Context: an optimization exercise on an open-source flow, tuned for small area, a short achievable clock period and few clock cycles. The choices shown serve that exercise and are no tape-out recipe. Only simulation tests tie the RTL to the original design; equivalence was not proved.

== cedar ==
Design MDU, start of the top module:
module MDU (
	clk, rst_n,
	A, B, Op, C, D,
	ack, req
);
	input clk, rst_n;
	input  [0:32-1] 	A;
	input  [0:32-1] 	B;
	input  [0:3-1]  	Op;
	output [0:32-1] 	C;
	output [0:4-1]	D;
	input req;
	output ack;
	wire [31:0] a_in  = A;
	wire [31:0] b_in  = B;
	wire [2:0]  op_in = Op;
	reg        busy, first, fix, negd;
	reg [2:0]  cnt;
	reg        op_div, op_sgn, op_hi, op_u;
	reg        negq, qm1, eq_r;
	reg [31:0] X, Q;
	reg [32:0] R;
	wire last  = ~first & (cnt == 3'd0);
	wire mj2 = azr[3] & azr[2] & ~Q[15] | op_sgn & aor[3] & aor[2] & Q[15];
	wire mj5 = op_u & Q[31];
	wire [2:0] mk = mj5 ? 3'd3 : {op_hi, mj2, 1'b0};
	reg  [2:0] kreg;
	wire dneg  = op_sgn & X[31];
	wire [32:0] x33 = {op_sgn & X[31], X};
	wire [34:0] x1  = {{2{x33[32]}}, x33};
	wire [34:0] x2  = {x33[32], x33, 1'b0};
	reg  [31:0] neg_o;
	reg         nc;
	integer j;
	always @(*) begin
		nc = 1'b1;
		for (j = 0; j < 32; j = j + 1) begin
			neg_o[j] = ~Q[j] ^ nc;
			nc = nc & ~Q[j];
		end
	end
	wire        aneg   = first & op_div & op_sgn & Q[31] & ~negd;
	wire        dfirst = first & op_div;
	wire [31:0] T      = dneg ? ~X : X;
	function [2:0] lzb;   
		input [31:0] v;
		begin
			if (|v[31:24])      lzb = 3'd0;
			else if (|v[23:16]) lzb = 3'd1;
			else if (|v[15:8])  lzb = 3'd2;
			else if (|v[7:0])   lzb = 3'd3;
			else                lzb = 3'd4;
		end
	endfunction
	function [2:0] skipb;
		input [2:0] za, zt;
		begin
			case ({za, zt})
				6'o00: skipb = 3'd3; 6'o01: skipb = 3'd2; 6'o02: skipb = 3'd1; 6'o03: skipb = 3'd0; 6'o04: skipb = 3'd0;
  ...
==> flow/config.mk <==
export PLATFORM = sky130hd
export DESIGN_NAME = MDU
export DESIGN_NICKNAME = MDU
export VERILOG_FILES = /design/flow/design.v
export SDC_FILE = /design/flow/constraint.sdc
export NUM_CORES = 4
export LEC_CHECK = 0
export CAP_MARGIN = 20
export CORE_MARGIN = 2
export CORE_UTILIZATION = 40
export SLEW_MARGIN = 20
==> flow/constraint.sdc <==
create_clock -name core_clock -period 100.0 [get_ports {clk}]
set_input_delay 20.0000 -clock core_clock [delete_from_list [all_inputs] [get_ports {clk}]]
set_output_delay 20.0000 -clock core_clock [all_outputs]
set_load 0.01 [all_outputs]
run.sh (not shown) runs the stock make flow with config.mk's settings and CLKGATE_MAP_FILE= SYNTH_SCRIPT=/design/flow/synth_recipe.tcl, a recipe that flattens the netlist after the stock synthesis.
cedar: PASS, flow complete, no timing, DRC or antenna violations
Testbench counts of cedar, summed over its fixed seeds: cycles 14,449.
Here is what was changed in the inputs of garnet compared with cedar.
Settings: CORE_UTILIZATION: 40 -> 50.
==> flow/flow/run.sh (new file) <==
#!/bin/bash
set -euo pipefail
bash standard.sh SETUP_SLACK_MARGIN=79.0 finish > standard.log 2>&1
==> flow/standard.sh (new file) <==
#!/bin/bash
# synth_recipe.tcl (not shown) runs the flow's synth.tcl, then flattens the netlist and writes it again
# the make line also repeats each setting of config.mk as NAME=value (left out here)
make -C /OpenROAD-flow-scripts/flow DESIGN_CONFIG=/design/flow/config.mk WORK_HOME=/design/flow/orfs CLKGATE_MAP_FILE= SYNTH_SCRIPT=/design/flow/synth_recipe.tcl "${@:-finish}"
removed: flow/run.sh
--- outcome ---
Sequential share of layout area: garnet vs cedar up 0.42 points
Share of the clock period used by the worst path, garnet and cedar: larger value in cedar
Routed wire length in garnet is 1.8 mm below cedar.
Per the comparison of garnet with cedar, shortest period the worst path allows lost 0.84 ns; worst-case reg-to-reg path depth picked up an extra 3.4%; post-placement setup slack lost 0.71 ns.
cedar -> garnet: final area increased slightly
Relative to garnet, the following input files were edited for violet:
Settings: swapping 50 for 40 in CORE_UTILIZATION; swapping 20 for 50 in SLEW_MARGIN.
==> flow/run.sh (new file) <==
#!/bin/bash
# synth_recipe.tcl (not shown) runs the flow's synth.tcl, then flattens the netlist and writes it again
# the make line also repeats each setting of config.mk as NAME=value (left out here)
make -C /OpenROAD-flow-scripts/flow DESIGN_CONFIG=/design/flow/config.mk WORK_HOME=/design/flow/orfs CLKGATE_MAP_FILE= SYNTH_SCRIPT=/design/flow/synth_recipe.tcl finish
removed: flow/flow/run.sh
removed: flow/standard.sh
- In the flow results for garnet and violet, the share of the clock period used by the worst path is smaller on garnet.
- [compare] base=garnet new=violet: global-route usage shows a reduction of 7.1 points, wire length shows an increase of about 2.4%.
- Of violet and garnet, it is violet that has the higher worst hold path stage count.

## port drivers added, routing unchanged
In the flow no input, the clock included, has a driving cell. The finished layouts below were timed again as built, in two steps.
Step 1 (the two cells are an assumption about what drives the block):
set clk [get_ports {clk}]
set_driving_cell -lib_cell sky130_fd_sc_hd__clkbuf_16 $clk
set_driving_cell -lib_cell sky130_fd_sc_hd__buf_2 [delete_from_list [all_inputs] $clk]
Step 2 moves the port delays by t, midway between the first and last clock arrival at a register: inputs arrive t later, outputs are due t later. That takes back most of the time a late clock gives input paths.
Slacks: ideal / step 1 / step 2; pairs: ideal / step 1.
run	t (ns)	setup slack, ns	worst slew at a driven data input, ns
cedar	0.508	77.986 / 77.930 / 78.192	0.07
garnet	0.494	78.827 / 78.774 / 78.502	0.04
violet	0.502	78.030 / 77.975 / 78.208	0.06
After both steps every run listed still meets setup and hold. The setup slack of garnet, which loses most, moves by -0.053 ns with the drivers and by -0.325 ns with both steps.
